This design comes from an exercise in tuning for small area, a short achievable clock period and few clock cycles per item on the open sky130 flow, not from production work.
Only the layout flow was run in this run; the RTL was not checked for function there.

<file path="design.v">
module fifo (
	input  logic clk,
	input  logic rst,
	input  logic put,           
	input  logic take,          
	input  logic [ 16:0 ] din,
	output logic [ 16:0 ] dout,
	output logic full,
	output logic full_c         
);
	always_ff @( posedge clk ) begin
		if ( put )
			dout <= din;
	end
	assign full_c = put | ( full & ~take );
	always_ff @( posedge clk, posedge rst ) begin
		if ( rst )
			full <= 1'b0;
		else
			full <= full_c;
	end
endmodule
module cordic_xy #(
	parameter SH = 0
)
(
	input  logic sgn,
	input  logic [ 15:0 ] x_in,
	input  logic [ 15:0 ] y_in,
	output logic [ 15:0 ] x_out,
	output logic [ 15:0 ] y_out
);
	logic signed [ 15:0 ] xt, yt;
	assign xt = $signed( x_in ) >>> SH;
	assign yt = $signed( y_in ) >>> SH;
	assign x_out = x_in + ( yt ^ { 16{ ~sgn } } ) + { 15'd0, ~sgn };
	assign y_out = y_in + ( xt ^ { 16{ sgn } } ) + { 15'd0, sgn };
endmodule
module cordic (
	input  logic clk,
	input  logic adv,
	input  logic in_f,
	input  logic [ 15:0 ] in_z,
	output logic [ 31:0 ] res
);
	logic [0:0] p1_f;
	logic [15:0] p1_z;
	logic c1_s0;
	logic [14:0] c1_z1;
	logic c1_s1;
	logic [13:0] c1_z2;
	logic [0:0] p2_f;
	logic [0:0] p2_s0;
	logic [0:0] p2_s1;
	logic [13:0] p2_z;
	logic c2_s2;
	logic [12:0] c2_z3;
	logic c2_s3;
	logic [11:0] c2_z4;
	logic [0:0] p3_f;
	logic [0:0] p3_s0;
	logic [0:0] p3_s1;
	logic [0:0] p3_s2;
	logic [0:0] p3_s3;
	logic [11:0] p3_z;
	logic c3_s4;
	logic [10:0] c3_z5;
	logic c3_s5;
	logic [9:0] c3_z6;
	logic [0:0] p4_f;
	logic [0:0] p4_s0;
	logic [0:0] p4_s1;
	logic [0:0] p4_s2;
	logic [0:0] p4_s3;
	logic [0:0] p4_s4;
	logic [0:0] p4_s5;
	logic [9:0] p4_z;
	logic c4_s6;
	logic [8:0] c4_z7;
	logic c4_s7;
	logic [8:0] c4_z8;
	logic [0:0] p5_f;
	logic [0:0] p5_s0;
	logic [0:0] p5_s1;
	logic [0:0] p5_s2;
	logic [0:0] p5_s3;
	logic [0:0] p5_s4;
	logic [0:0] p5_s5;
	logic [0:0] p5_s6;
	logic [0:0] p5_s7;
	logic [8:0] p5_z;
	logic c5_s8;
	logic [7:0] c5_z9;
	logic c5_s9;
	logic [6:0] c5_z10;
	logic [0:0] p6_f;
	logic [0:0] p6_s0;
	logic [0:0] p6_s1;
	logic [0:0] p6_s2;
	logic [0:0] p6_s3;
	logic [0:0] p6_s4;
	logic [0:0] p6_s5;
	logic [0:0] p6_s6;
	logic [0:0] p6_s7;
	logic [0:0] p6_s8;
	logic [0:0] p6_s9;
	logic [6:0] p6_z;
	logic c6_s10;
	logic [5:0] c6_z11;
	logic c6_s11;
	logic [4:0] c6_z12;
	logic [0:0] p7_f;
	logic [0:0] p7_s0;
	logic [0:0] p7_s1;
	logic [0:0] p7_s2;
	logic [0:0] p7_s3;
	logic [0:0] p7_s4;
	logic [0:0] p7_s5;
	logic [0:0] p7_s6;
	logic [0:0] p7_s7;
	logic [0:0] p7_s8;
	logic [0:0] p7_s9;
	logic [0:0] p7_s10;
	logic [0:0] p7_s11;
	logic [4:0] p7_z;
	logic c7_s12;
	logic [4:0] c7_z13;
	logic c7_s13;
	logic [4:0] c7_z14;
	logic c7_s14;
	logic [0:0] p8_f;
	logic [0:0] p8_s0;
	logic [0:0] p8_s1;
	logic [0:0] p8_s2;
	logic [0:0] p8_s3;
	logic [0:0] p8_s4;
	logic [0:0] p8_s5;
	logic [0:0] p8_s6;
	logic [0:0] p8_s7;
	logic [0:0] p8_s8;
	logic [0:0] p8_s9;
	logic [0:0] p8_s10;
	logic [0:0] p8_s11;
	logic [0:0] p8_s12;
	logic [0:0] p8_s13;
	logic [0:0] p8_s14;
	logic [0:0] p9_f;
	logic [0:0] p9_s0;
	logic [0:0] p9_s1;
	logic [0:0] p9_s2;
	logic [0:0] p9_s3;
	logic [0:0] p9_s4;
	logic [0:0] p9_s5;
	logic [0:0] p9_s6;
	logic [0:0] p9_s7;
	logic [0:0] p9_s8;
	logic [0:0] p9_s9;
	logic [0:0] p9_s10;
	logic [0:0] p9_s11;
	logic [0:0] p9_s12;
	logic [0:0] p9_s13;
	logic [0:0] p9_s14;
	logic [0:0] p10_f;
	logic [0:0] p10_s0;
	logic [0:0] p10_s1;
	logic [0:0] p10_s2;
	logic [0:0] p10_s3;
	logic [0:0] p10_s4;
	logic [0:0] p10_s5;
	logic [0:0] p10_s6;
	logic [0:0] p10_s7;
	logic [0:0] p10_s8;
	logic [0:0] p10_s9;
	logic [0:0] p10_s10;
	logic [0:0] p10_s11;
	logic [0:0] p10_s12;
	logic [0:0] p10_s13;
	logic [0:0] p10_s14;
	logic [5:0] c10_rom_a;
	logic [31:0] c10_rom_d;
	logic [0:0] p11_s5;
	logic [0:0] p11_s6;
	logic [0:0] p11_s7;
	logic [0:0] p11_s8;
	logic [0:0] p11_s9;
	logic [0:0] p11_s10;
	logic [0:0] p11_s11;
	logic [0:0] p11_s12;
	logic [0:0] p11_s13;
	logic [0:0] p11_s14;
	logic [15:0] p11_x;
	logic [15:0] p11_y;
	logic [0:0] p12_s5;
	logic [0:0] p12_s6;
	logic [0:0] p12_s7;
	logic [0:0] p12_s8;
	logic [0:0] p12_s9;
	logic [0:0] p12_s10;
	logic [0:0] p12_s11;
	logic [0:0] p12_s12;
	logic [0:0] p12_s13;
	logic [0:0] p12_s14;
	logic [15:0] p12_x;
	logic [15:0] p12_y;
	logic [15:0] c12_x6, c12_y6;
	logic [15:0] c12_x7, c12_y7;
	logic [0:0] p13_s7;
	logic [0:0] p13_s8;
	logic [0:0] p13_s9;
	logic [0:0] p13_s10;
	logic [0:0] p13_s11;
	logic [0:0] p13_s12;
	logic [0:0] p13_s13;
	logic [0:0] p13_s14;
	logic [15:0] p13_x;
	logic [15:0] p13_y;
	logic [15:0] c13_x8, c13_y8;
	logic [15:0] c13_x9, c13_y9;
	logic [0:0] p14_s9;
	logic [0:0] p14_s10;
	logic [0:0] p14_s11;
	logic [0:0] p14_s12;
	logic [0:0] p14_s13;
	logic [0:0] p14_s14;
	logic [15:0] p14_x;
	logic [15:0] p14_y;
	logic [15:0] c14_x10, c14_y10;
	logic [15:0] c14_x11, c14_y11;
	logic [15:0] c14_x12, c14_y12;
	logic [0:0] p15_s12;
	logic [0:0] p15_s13;
	logic [0:0] p15_s14;
	logic [15:0] p15_x;
	logic [15:0] p15_y;
	logic [15:0] c15_x13, c15_y13;
	logic [15:0] c15_x14, c15_y14;
	logic [15:0] c15_x15, c15_y15;
	logic [0:0] p16_s14;
	logic [15:0] p16_x;
	logic [15:0] p16_y;
	logic [15:0] c16_x16, c16_y16;
	always_ff @( posedge clk ) if ( adv ) begin p1_f <= in_f; p1_z <= in_z; end
	assign c1_s0 = p1_z[15];
	assign c1_z1 = c1_s0 ? p1_z[14:0] + 15'd12867 : p1_z[14:0] - 15'd12867;
	assign c1_s1 = c1_z1[14];
	assign c1_z2 = c1_s1 ? c1_z1[13:0] + 14'd7596 : c1_z1[13:0] - 14'd7596;
	always_ff @( posedge clk ) if ( adv ) begin p2_f <= p1_f; p2_s0 <= c1_s0; p2_s1 <= c1_s1; p2_z <= c1_z2[13:0]; end
	assign c2_s2 = p2_z[13];
	assign c2_z3 = c2_s2 ? p2_z[12:0] + 13'd4013 : p2_z[12:0] - 13'd4013;
	assign c2_s3 = c2_z3[12];
	assign c2_z4 = c2_s3 ? c2_z3[11:0] + 12'd2037 : c2_z3[11:0] - 12'd2037;
	always_ff @( posedge clk ) if ( adv ) begin p3_f <= p2_f; p3_s0 <= p2_s0; p3_s1 <= p2_s1; p3_s2 <= c2_s2; p3_s3 <= c2_s3; p3_z <= c2_z4[11:0]; end
	assign c3_s4 = p3_z[11];
	assign c3_z5 = c3_s4 ? p3_z[10:0] + 11'd1022 : p3_z[10:0] - 11'd1022;
	assign c3_s5 = c3_z5[10];
	assign c3_z6 = c3_s5 ? c3_z5[9:0] + 10'd511 : c3_z5[9:0] - 10'd511;
	always_ff @( posedge clk ) if ( adv ) begin p4_f <= p3_f; p4_s0 <= p3_s0; p4_s1 <= p3_s1; p4_s2 <= p3_s2; p4_s3 <= p3_s3; p4_s4 <= c3_s4; p4_s5 <= c3_s5; p4_z <= c3_z6[9:0]; end
	assign c4_s6 = p4_z[9];
	assign c4_z7 = c4_s6 ? p4_z[8:0] + 9'd255 : p4_z[8:0] - 9'd255;
	assign c4_s7 = c4_z7[8];
	assign c4_z8 = c4_s7 ? c4_z7[8:0] + 9'd127 : c4_z7[8:0] - 9'd127;
	always_ff @( posedge clk ) if ( adv ) begin p5_f <= p4_f; p5_s0 <= p4_s0; p5_s1 <= p4_s1; p5_s2 <= p4_s2; p5_s3 <= p4_s3; p5_s4 <= p4_s4; p5_s5 <= p4_s5; p5_s6 <= c4_s6; p5_s7 <= c4_s7; p5_z <= c4_z8[8:0]; end
	assign c5_s8 = p5_z[8];
	assign c5_z9 = c5_s8 ? p5_z[7:0] + 8'd63 : p5_z[7:0] - 8'd63;
	assign c5_s9 = c5_z9[7];
	assign c5_z10 = c5_s9 ? c5_z9[6:0] + 7'd31 : c5_z9[6:0] - 7'd31;
	always_ff @( posedge clk ) if ( adv ) begin p6_f <= p5_f; p6_s0 <= p5_s0; p6_s1 <= p5_s1; p6_s2 <= p5_s2; p6_s3 <= p5_s3; p6_s4 <= p5_s4; p6_s5 <= p5_s5; p6_s6 <= p5_s6; p6_s7 <= p5_s7; p6_s8 <= c5_s8; p6_s9 <= c5_s9; p6_z <= c5_z10[6:0]; end
	assign c6_s10 = p6_z[6];
	assign c6_z11 = c6_s10 ? p6_z[5:0] + 6'd15 : p6_z[5:0] - 6'd15;
	assign c6_s11 = c6_z11[5];
	assign c6_z12 = c6_s11 ? c6_z11[4:0] + 5'd7 : c6_z11[4:0] - 5'd7;
	always_ff @( posedge clk ) if ( adv ) begin p7_f <= p6_f; p7_s0 <= p6_s0; p7_s1 <= p6_s1; p7_s2 <= p6_s2; p7_s3 <= p6_s3; p7_s4 <= p6_s4; p7_s5 <= p6_s5; p7_s6 <= p6_s6; p7_s7 <= p6_s7; p7_s8 <= p6_s8; p7_s9 <= p6_s9; p7_s10 <= c6_s10; p7_s11 <= c6_s11; p7_z <= c6_z12[4:0]; end
	assign c7_s12 = p7_z[4];
	assign c7_z13 = c7_s12 ? p7_z[4:0] + 5'd3 : p7_z[4:0] - 5'd3;
	assign c7_s13 = c7_z13[4];
	assign c7_z14 = c7_s13 ? c7_z13[4:0] + 5'd1 : c7_z13[4:0] - 5'd1;
	assign c7_s14 = c7_z14[4];
	always_ff @( posedge clk ) if ( adv ) begin p8_f <= p7_f; p8_s0 <= p7_s0; p8_s1 <= p7_s1; p8_s2 <= p7_s2; p8_s3 <= p7_s3; p8_s4 <= p7_s4; p8_s5 <= p7_s5; p8_s6 <= p7_s6; p8_s7 <= p7_s7; p8_s8 <= p7_s8; p8_s9 <= p7_s9; p8_s10 <= p7_s10; p8_s11 <= p7_s11; p8_s12 <= c7_s12; p8_s13 <= c7_s13; p8_s14 <= c7_s14; end
	always_ff @( posedge clk ) if ( adv ) begin p9_f <= p8_f; p9_s0 <= p8_s0; p9_s1 <= p8_s1; p9_s2 <= p8_s2; p9_s3 <= p8_s3; p9_s4 <= p8_s4; p9_s5 <= p8_s5; p9_s6 <= p8_s6; p9_s7 <= p8_s7; p9_s8 <= p8_s8; p9_s9 <= p8_s9; p9_s10 <= p8_s10; p9_s11 <= p8_s11; p9_s12 <= p8_s12; p9_s13 <= p8_s13; p9_s14 <= p8_s14; end
	always_ff @( posedge clk ) if ( adv ) begin p10_f <= p9_f; p10_s0 <= p9_s0; p10_s1 <= p9_s1; p10_s2 <= p9_s2; p10_s3 <= p9_s3; p10_s4 <= p9_s4; p10_s5 <= p9_s5; p10_s6 <= p9_s6; p10_s7 <= p9_s7; p10_s8 <= p9_s8; p10_s9 <= p9_s9; p10_s10 <= p9_s10; p10_s11 <= p9_s11; p10_s12 <= p9_s12; p10_s13 <= p9_s13; p10_s14 <= p9_s14; end
	assign c10_rom_a = { p10_s4, p10_s3, p10_s2, p10_s1, p10_s0, p10_f };
	always_comb
		case ( c10_rom_a )
			6'd0: c10_rom_d = 32'hf8fd3f90;
			6'd1: c10_rom_d = 32'h0707c06c;
			6'd2: c10_rom_d = 32'h3f940705;
			6'd3: c10_rom_d = 32'hc070f8f9;
			6'd4: c10_rom_d = 32'h2ea62bc2;
			6'd5: c10_rom_d = 32'hd15cd43e;
			6'd6: c10_rom_d = 32'h2bc2d15a;
			6'd7: c10_rom_d = 32'hd43e2ea4;
			6'd8: c10_rom_d = 32'h17b83b65;
			6'd9: c10_rom_d = 32'he849c499;
			6'd10: c10_rom_d = 32'h3b67e847;
			6'd11: c10_rom_d = 32'hc49b17b8;
			6'd12: c10_rom_d = 32'h3dbf10a9;
			6'd13: c10_rom_d = 32'hc240ef57;
			6'd14: c10_rom_d = 32'h10a9c241;
			6'd15: c10_rom_d = 32'hef573dbf;
			6'd16: c10_rom_d = 32'h08d93f57;
			6'd17: c10_rom_d = 32'hf729c0a8;
			6'd18: c10_rom_d = 32'h3f59f727;
			6'd19: c10_rom_d = 32'hc0a908d7;
			6'd20: c10_rom_d = 32'h37fb1eee;
			6'd21: c10_rom_d = 32'hc805e111;
			6'd22: c10_rom_d = 32'h1eeec805;
			6'd23: c10_rom_d = 32'he11137fb;
			6'd24: c10_rom_d = 32'h259c33ba;
			6'd25: c10_rom_d = 32'hda64cc46;
			6'd26: c10_rom_d = 32'h33bada62;
			6'd27: c10_rom_d = 32'hcc46259c;
			6'd28: c10_rom_d = 32'h3ff200f5;
			6'd29: c10_rom_d = 32'hc00cff0d;
			6'd30: c10_rom_d = 32'h00f3c00e;
			6'd31: c10_rom_d = 32'hff0d3ff4;
			6'd32: c10_rom_d = 32'h00f53ff2;
			6'd33: c10_rom_d = 32'hff0dc00c;
			6'd34: c10_rom_d = 32'h3ff4ff0d;
			6'd35: c10_rom_d = 32'hc00e00f3;
			6'd36: c10_rom_d = 32'h33ba259c;
			6'd37: c10_rom_d = 32'hcc46da64;
			6'd38: c10_rom_d = 32'h259ccc46;
			6'd39: c10_rom_d = 32'hda6233ba;
			6'd40: c10_rom_d = 32'h1eee37fb;
			6'd41: c10_rom_d = 32'he111c805;
			6'd42: c10_rom_d = 32'h37fbe111;
			6'd43: c10_rom_d = 32'hc8051eee;
			6'd44: c10_rom_d = 32'h3f5708d9;
			6'd45: c10_rom_d = 32'hc0a8f729;
			6'd46: c10_rom_d = 32'h08d7c0a9;
			6'd47: c10_rom_d = 32'hf7273f59;
			6'd48: c10_rom_d = 32'h10a93dbf;
			6'd49: c10_rom_d = 32'hef57c240;
			6'd50: c10_rom_d = 32'h3dbfef57;
			6'd51: c10_rom_d = 32'hc24110a9;
			6'd52: c10_rom_d = 32'h3b6517b8;
			6'd53: c10_rom_d = 32'hc499e849;
			6'd54: c10_rom_d = 32'h17b8c49b;
			6'd55: c10_rom_d = 32'he8473b67;
			6'd56: c10_rom_d = 32'h2bc22ea6;
			6'd57: c10_rom_d = 32'hd43ed15c;
			6'd58: c10_rom_d = 32'h2ea4d43e;
			6'd59: c10_rom_d = 32'hd15a2bc2;
			6'd60: c10_rom_d = 32'h3f90f8fd;
			6'd61: c10_rom_d = 32'hc06c0707;
			6'd62: c10_rom_d = 32'hf8f9c070;
			6'd63: c10_rom_d = 32'h07053f94;
			default: c10_rom_d = 32'h0;
		endcase
	always_ff @( posedge clk ) if ( adv ) begin p11_s5 <= p10_s5; p11_s6 <= p10_s6; p11_s7 <= p10_s7; p11_s8 <= p10_s8; p11_s9 <= p10_s9; p11_s10 <= p10_s10; p11_s11 <= p10_s11; p11_s12 <= p10_s12; p11_s13 <= p10_s13; p11_s14 <= p10_s14; p11_x <= c10_rom_d[31:16]; p11_y <= c10_rom_d[15:0]; end
	always_ff @( posedge clk ) if ( adv ) begin p12_s5 <= p11_s5; p12_s6 <= p11_s6; p12_s7 <= p11_s7; p12_s8 <= p11_s8; p12_s9 <= p11_s9; p12_s10 <= p11_s10; p12_s11 <= p11_s11; p12_s12 <= p11_s12; p12_s13 <= p11_s13; p12_s14 <= p11_s14; p12_x <= p11_x; p12_y <= p11_y; end
	cordic_xy #( .SH( 5 ) ) u_c12_xy5 ( .sgn( p12_s5 ), .x_in( p12_x ), .y_in( p12_y ), .x_out( c12_x6 ), .y_out( c12_y6 ) );
	cordic_xy #( .SH( 6 ) ) u_c12_xy6 ( .sgn( p12_s6 ), .x_in( c12_x6 ), .y_in( c12_y6 ), .x_out( c12_x7 ), .y_out( c12_y7 ) );
	always_ff @( posedge clk ) if ( adv ) begin p13_s7 <= p12_s7; p13_s8 <= p12_s8; p13_s9 <= p12_s9; p13_s10 <= p12_s10; p13_s11 <= p12_s11; p13_s12 <= p12_s12; p13_s13 <= p12_s13; p13_s14 <= p12_s14; p13_x <= c12_x7; p13_y <= c12_y7; end
	cordic_xy #( .SH( 7 ) ) u_c13_xy7 ( .sgn( p13_s7 ), .x_in( p13_x ), .y_in( p13_y ), .x_out( c13_x8 ), .y_out( c13_y8 ) );
	cordic_xy #( .SH( 8 ) ) u_c13_xy8 ( .sgn( p13_s8 ), .x_in( c13_x8 ), .y_in( c13_y8 ), .x_out( c13_x9 ), .y_out( c13_y9 ) );
	always_ff @( posedge clk ) if ( adv ) begin p14_s9 <= p13_s9; p14_s10 <= p13_s10; p14_s11 <= p13_s11; p14_s12 <= p13_s12; p14_s13 <= p13_s13; p14_s14 <= p13_s14; p14_x <= c13_x9; p14_y <= c13_y9; end
	cordic_xy #( .SH( 9 ) ) u_c14_xy9 ( .sgn( p14_s9 ), .x_in( p14_x ), .y_in( p14_y ), .x_out( c14_x10 ), .y_out( c14_y10 ) );
	cordic_xy #( .SH( 10 ) ) u_c14_xy10 ( .sgn( p14_s10 ), .x_in( c14_x10 ), .y_in( c14_y10 ), .x_out( c14_x11 ), .y_out( c14_y11 ) );
	cordic_xy #( .SH( 11 ) ) u_c14_xy11 ( .sgn( p14_s11 ), .x_in( c14_x11 ), .y_in( c14_y11 ), .x_out( c14_x12 ), .y_out( c14_y12 ) );
	always_ff @( posedge clk ) if ( adv ) begin p15_s12 <= p14_s12; p15_s13 <= p14_s13; p15_s14 <= p14_s14; p15_x <= c14_x12; p15_y <= c14_y12; end
	cordic_xy #( .SH( 12 ) ) u_c15_xy12 ( .sgn( p15_s12 ), .x_in( p15_x ), .y_in( p15_y ), .x_out( c15_x13 ), .y_out( c15_y13 ) );
	cordic_xy #( .SH( 13 ) ) u_c15_xy13 ( .sgn( p15_s13 ), .x_in( c15_x13 ), .y_in( c15_y13 ), .x_out( c15_x14 ), .y_out( c15_y14 ) );
	cordic_xy #( .SH( 14 ) ) u_c15_xy14 ( .sgn( p15_s14 ), .x_in( c15_x14 ), .y_in( c15_y14 ), .x_out( c15_x15 ), .y_out( c15_y15 ) );
	always_ff @( posedge clk ) if ( adv ) begin p16_s14 <= p15_s14; p16_x <= c15_x15; p16_y <= c15_y15; end
	cordic_xy #( .SH( 15 ) ) u_c16_xy15 ( .sgn( p16_s14 ), .x_in( p16_x ), .y_in( p16_y ), .x_out( c16_x16 ), .y_out( c16_y16 ) );
	assign res = { c16_x16, c16_y16 };
endmodule
module cordic_top (
	input logic clk,
	input logic rst,
	input logic signed [ 31:0 ] in_din,
	input logic in_we,
	input logic out_re,
	output logic in_full,
	output logic signed [ 1:0 ] [ 15:0 ] out_dout,
	output logic out_empty
);
	localparam logic signed [ 31:0 ]
		PI       = 32'sd51472,
		TWO_PI   = 32'sd102944,
		HALF_PI  = 32'sd25736,
		THREE_HALF_PI = 32'sd77208;
	localparam logic [ 15:0 ] PI_LO = 16'd51472, TWO_PI_LO = 16'd37408;  
	localparam logic [ 31:0 ] RES_ZERO = { 16'sd16383, 16'sd2 };
	logic accept, adv, stuck;
	logic signed [ 31:0 ] r, r_step;
	logic busy, busy_c, far_in, far_step;
	assign r_step = r[ 31 ] ? r + TWO_PI : r - TWO_PI;
	assign far_in = ( in_din > TWO_PI ) || ( in_din < -TWO_PI );
	assign far_step = ( r_step > TWO_PI ) || ( r_step < -TWO_PI );
	always_ff @( posedge clk ) begin
		if ( accept )
			r <= in_din;
		else if ( busy )
			r <= r_step;
	end
	assign busy_c = accept ? far_in : ( busy & far_step );
	logic signed [ 17:0 ] rs;
	logic gt_h, lt_h, ge_3h, le_3h;
	logic [ 15:0 ] z_red;
	logic f_red;
	assign rs = r[ 17:0 ];
	assign gt_h  = rs > HALF_PI;
	assign lt_h  = rs < -HALF_PI;
	assign ge_3h = rs >= THREE_HALF_PI;
	assign le_3h = rs <= -THREE_HALF_PI;
	always_comb begin
		if ( ge_3h )
			z_red = r[ 15:0 ] - TWO_PI_LO;
		else if ( gt_h )
			z_red = r[ 15:0 ] - PI_LO;
		else if ( le_3h )
			z_red = r[ 15:0 ] + TWO_PI_LO;
		else if ( lt_h )
			z_red = r[ 15:0 ] + PI_LO;
		else
			z_red = r[ 15:0 ];
	end
	assign f_red = ( gt_h & ~ge_3h ) | ( lt_h & ~le_3h );
	logic [ 16:0 ] e_dout;
	logic e_full, e_full_c;
	logic p_f;
	logic [ 15:0 ] p_z;
	logic [ 31:0 ] res;
	assign stuck = ~out_empty & ~out_re;
	assign accept = in_we & ~in_full;
	assign adv = ( accept | e_full ) & ~stuck;
	fifo
	hold_inst (
		.clk( clk ),
		.rst( rst ),
		.put( accept & stuck ),
		.take( adv ),
		.din( { f_red, z_red } ),
		.dout( e_dout ),
		.full( e_full ),
		.full_c( e_full_c )
	);
	assign { p_f, p_z } = e_full ? e_dout : { f_red, z_red };
	cordic
	cordic_inst (
		.clk( clk ),
		.adv( adv ),
		.in_f( p_f ),
		.in_z( p_z ),
		.res( res )
	);
	logic [ 4:0 ] cnt;       
	logic word_zero, word_res0;
	always_ff @( posedge clk, posedge rst ) begin
		if ( rst )
			cnt <= 5'd0;
		else if ( adv && cnt != 5'd17 )
			cnt <= cnt + 5'd1;
	end
	assign word_zero = cnt < 5'd16;
	assign word_res0 = cnt == 5'd16;
	always_ff @( posedge clk ) begin
		if ( adv ) begin
			if ( word_zero )
				out_dout <= 32'h0;
			else if ( word_res0 )
				out_dout <= RES_ZERO;
			else
				out_dout <= res;
		end
	end
	always_ff @( posedge clk, posedge rst ) begin
		if ( rst ) begin
			out_empty <= 1'b1;
			busy <= 1'b0;
			in_full <= 1'b0;
		end
		else begin
			if ( adv )
				out_empty <= 1'b0;
			else if ( out_re )
				out_empty <= 1'b1;
			busy <= busy_c;
			in_full <= busy_c | e_full_c;
		end
	end
endmodule
</file>
<file path="run.sh">
#!/bin/bash
# synth_recipe.tcl (not shown) runs the flow's synth.tcl, then flattens the netlist and writes it again
# the make line also repeats each setting of config.mk as NAME=value (left out here)
make -C /OpenROAD-flow-scripts/flow DESIGN_CONFIG=/design/flow/config.mk WORK_HOME=/design/flow/orfs CLKGATE_MAP_FILE= SYNTH_SCRIPT=/design/flow/synth_recipe.tcl finish
</file>
<file path="config.mk">
export PLATFORM = sky130hd
export DESIGN_NAME = cordic_top
export DESIGN_NICKNAME = cordic_top
export VERILOG_FILES = /design/flow/design.v
export SDC_FILE = /design/flow/constraint.sdc
export NUM_CORES = 4
export LEC_CHECK = 0
export CAP_MARGIN = 20
export CORE_MARGIN = 2
export CORE_UTILIZATION = 40
export PLACE_DENSITY = 0.6
export SLEW_MARGIN = 20
</file>
<file path="constraint.sdc">
create_clock -name core_clock -period 6.0 [get_ports {clk}]
set_input_delay 1.2000 -clock core_clock [delete_from_list [all_inputs] [get_ports {clk}]]
set_output_delay 1.2000 -clock core_clock [all_outputs]
set_load 0.01 [all_outputs]
</file>
==> flow_summary.ini <==
[yosys]
synth_nets = 4775
synth_compound_area_share_pct = 20.43
yosysTopAreaCell = edfxtp_1
ys_ff_latch = 486
synth-edff-count = 477
synthXorXnorAreaFrac_pct = 12.40
ys_top_cells_by_area = edfxtp_1, ha_1, xnor2_1
yosys_warnings = 3
synth_area_um2 = 41370
yosysUniqueCellTypes = 126
synthArstFlopShare_pct = 1.852
synthCells = 4272
seq_area_frac_synth_pct = 35.17
synth_fa_ha_area_share_pct = 14.96
synthSimpleGateAreaFrac_pct = 12.28
synth_top_area_share_pct = 34.62
synth_flop_cell = edfxtp_1
synth_top_family_by_area = compound AO/OA/AOI/OAI gates
synthMuxAreaShare_pct = 1.261
syn_avg_cell_area_um2 = 9.684

[grt]
top_usage_layer = met2
antenna_found_initial = 0
grt_max_degree = 148
met3_usage_pct = 2.259
use_met2_pct = 31.06
grt_pass1_wl_mm = 164.1
grt_pass1_vias = 33070
grt_overflow = 0
grt_use_total_pct = 18.33
use_met1_pct = 24.54

[timing]
post-route-period-util_pct = 120.9
worst_slack_ns = -1.256
layout_min_cycle_time_ns = 7.256
slew_violations = 0
holdWs_ns = 0.3815
skew_ns = 0.05904
relSlewSlack_pct = 33.92
grt_setup_unrepaired = true
final-setup-viol-count = 55
clock.fmax_ghz = 0.1378
tightest_slew_ns = 0.9881
hold_viol = 0

[placement]
dp_cells = 6295
io_buffers = 69
gp_congestion = 0.8772
dp_hpwl_mm = 74.78

[clock_network]
cts.sinks = 486
clk_latency_ns = 0.67
htreeDepth = 2
cts-buffers-inserted = 58
holdBufCountCts = 0
cts_tree = yes
clk_pin_slew_ns = 0.07
cts_buffer_depth = 3
cts-root-buf = clkbuf_16

[die]
die_area_um2 = 106000
rows = 117
core-area_um2 = 102200
io_pins = 70
die_y_um = 325.6
die_w_um = 325.6
initial_core_util_pct = 40.49

[flow_run]
drv_cap = 0

[drt]
wire_per_inst_um = 15.43
drtIter0Drc = 2133
ant_nets = 0
vias = 34290
vias_per_cell = 5.251
wl_mm = 100.8
drc = 0
drt_pass1_iterations = 6

[layout]
final_util_pct = 52.59
fin_nets = 5618
multi_input_area_um2 = 27220
nFillCells = 9234
reg.largest.list = out_dout x32, r x32, hold_inst.dout x17
layout-drive-gt1-share_pct = 25.73
final_cells = 6530
regArea_um2 = 14550
antenna_cells = 0
area_growth_pct = 29.88

[critical_path]
critPathTopFamily = compound AO/OA/AOI/OAI gates
cp-end-kind = flip-flop
crit_path_start_kind = flip-flop
crit_slowest_cell = edfxtp_1
crit_buf_inv = 6
critPathRequiredTime_ns = 6.42
cp_data_arrival_time_ns = 7.68
critPathMaxFanout = 8
reg2reg_slack_ns = -1.26
critPathKind = flip-flop to flip-flop
critPathMaxStageDelay_ns = 0.42

[run_status]
status = finished with violations
violatedChecks = setup timing

[worst_hold_path]
holdCritPathClass = flip-flop to flip-flop
placed cells by master (no fill, tap or decap), drive strengths merged, types with 17 or more instances in the layout:
cell type / count
o21bai: 93
and2: 36
xnor2: 406
a221oi: 17
nor4: 27
nand4: 30
mux2: 23
fa: 31
and3: 28
clkbuf: 63
a21o: 115
xor2: 165
ha: 436
clkinv: 27
nand2: 278
a31oi: 48
buf: 834
o22ai: 19
nand2b: 60
clkdlybuf4s50: 69
o211ai: 31
nor2b: 47
o31ai: 25
a21oi: 362
nor3: 91
a21boi: 33
nor2: 301
o21a: 54
edfxtp: 477
mux2i: 25
nand3: 76
inv: 248
o21ai: 250
a211oi: 49
or3: 32
layer usage:
metal  up-vias  part of all wire (%)  routed length, um
li1      17450                     -                  -
met3       170                   3.5               3520
met5         -                     0                  0
met2       592                    48              48270
met4         0                   2.7               2768
met1     16070                    46              46220
per-stage QoR:
step                cell area [um^2]  worst slack [ns]  TNS, ns
finish                         53730            -1.256   -43.27
global route                   53730            -1.661   -66.02
floorplan                      42030            -3.023  -986.61
detailed placement             49220            -1.279   -39.31
CTS                            52500            -1.250   -39.72
global placement               49220            -1.160   -35.15
area by class of cell:
cell class,count,area share [%]
clock buffers,62,2.729
clock inverters,45,1.039
inverters,247,1.763
multi-input cells,3418,50.65
flip-flops and latches,486,27.08
well taps,1368,3.185
repair buffers,904,13.55
synthesized netlist by cell type, drive strengths merged, types with 28 or more instances:
cell,count
ha,436
a31oi,48
clkbuf,86
edfxtp,477
fa,31
xnor2,406
o21bai,93
o21a,54
a21o,115
buf,35
nand4,30
nand3,76
nand2b,60
xor2,165
inv,243
a21oi,362
o21ai,250
o211ai,31
and3,28
nor3,91
a211oi,49
nor2b,47
nand2,278
or3,32
nor2,301
and2,36
a21boi,33
kinds of logic (layout without fill, tap and decap cells):
family          Yosys count  after routing
compound gates         1264           1264
simple gates           1056           1056
xor+xnor                572            572
flops                   486            486
fa+ha+maj               478            478
buf+inv                 368           1258
mux                      48             48
timing repair:
item,in CTS,in global routing
endpoints found under the setup margin,57,83
setup buffers,102,50
pin swaps,141,150
gates cloned,0,1
resized for setup,127,199
final timing paths:
check,from,depth (start not counted),to
hold reg to reg,cordic_inst.p11_s11,0,cordic_inst.p12_s11
max in group asynchronous,rst,2,out_empty
min in group asynchronous,rst,2,hold_inst.full
setup / recovery,cordic_inst.p15_s12,39,cordic_inst.p16_x[9]
setup reg to reg,cordic_inst.p15_s12,39,cordic_inst.p16_x[9]
hold / removal,cordic_inst.p11_s11,0,cordic_inst.p12_s11

static timing again, ports no longer ideal:
No port has a modelled driver above. Below, the same layout with a new extraction and two added sets of constraints.
Step 1 sets driving cells, clkbuf_16 on the clock port and buf_2 on the other inputs (assumed; they add their load-dependent delay and slew).
Step 2, shift: input delay + t, output delay - t, t = (earliest + latest rising clock arrival at the registers) / 2. This alone moves slack from input paths to output paths.
a / b / c = ideal / step 1 / step 2; a / b = the first two.
shift t [ns]: 0.705
setup slack, ns: -1.256 / -1.256 / -1.256
latest minus earliest clock arrival (ns): 0.060 / 0.060
worst register clock-pin slew, ns: 0.07 / 0.07
For this run, drivers alone change the setup slack by 0.000 ns; drivers and shift together by 0.000 ns.
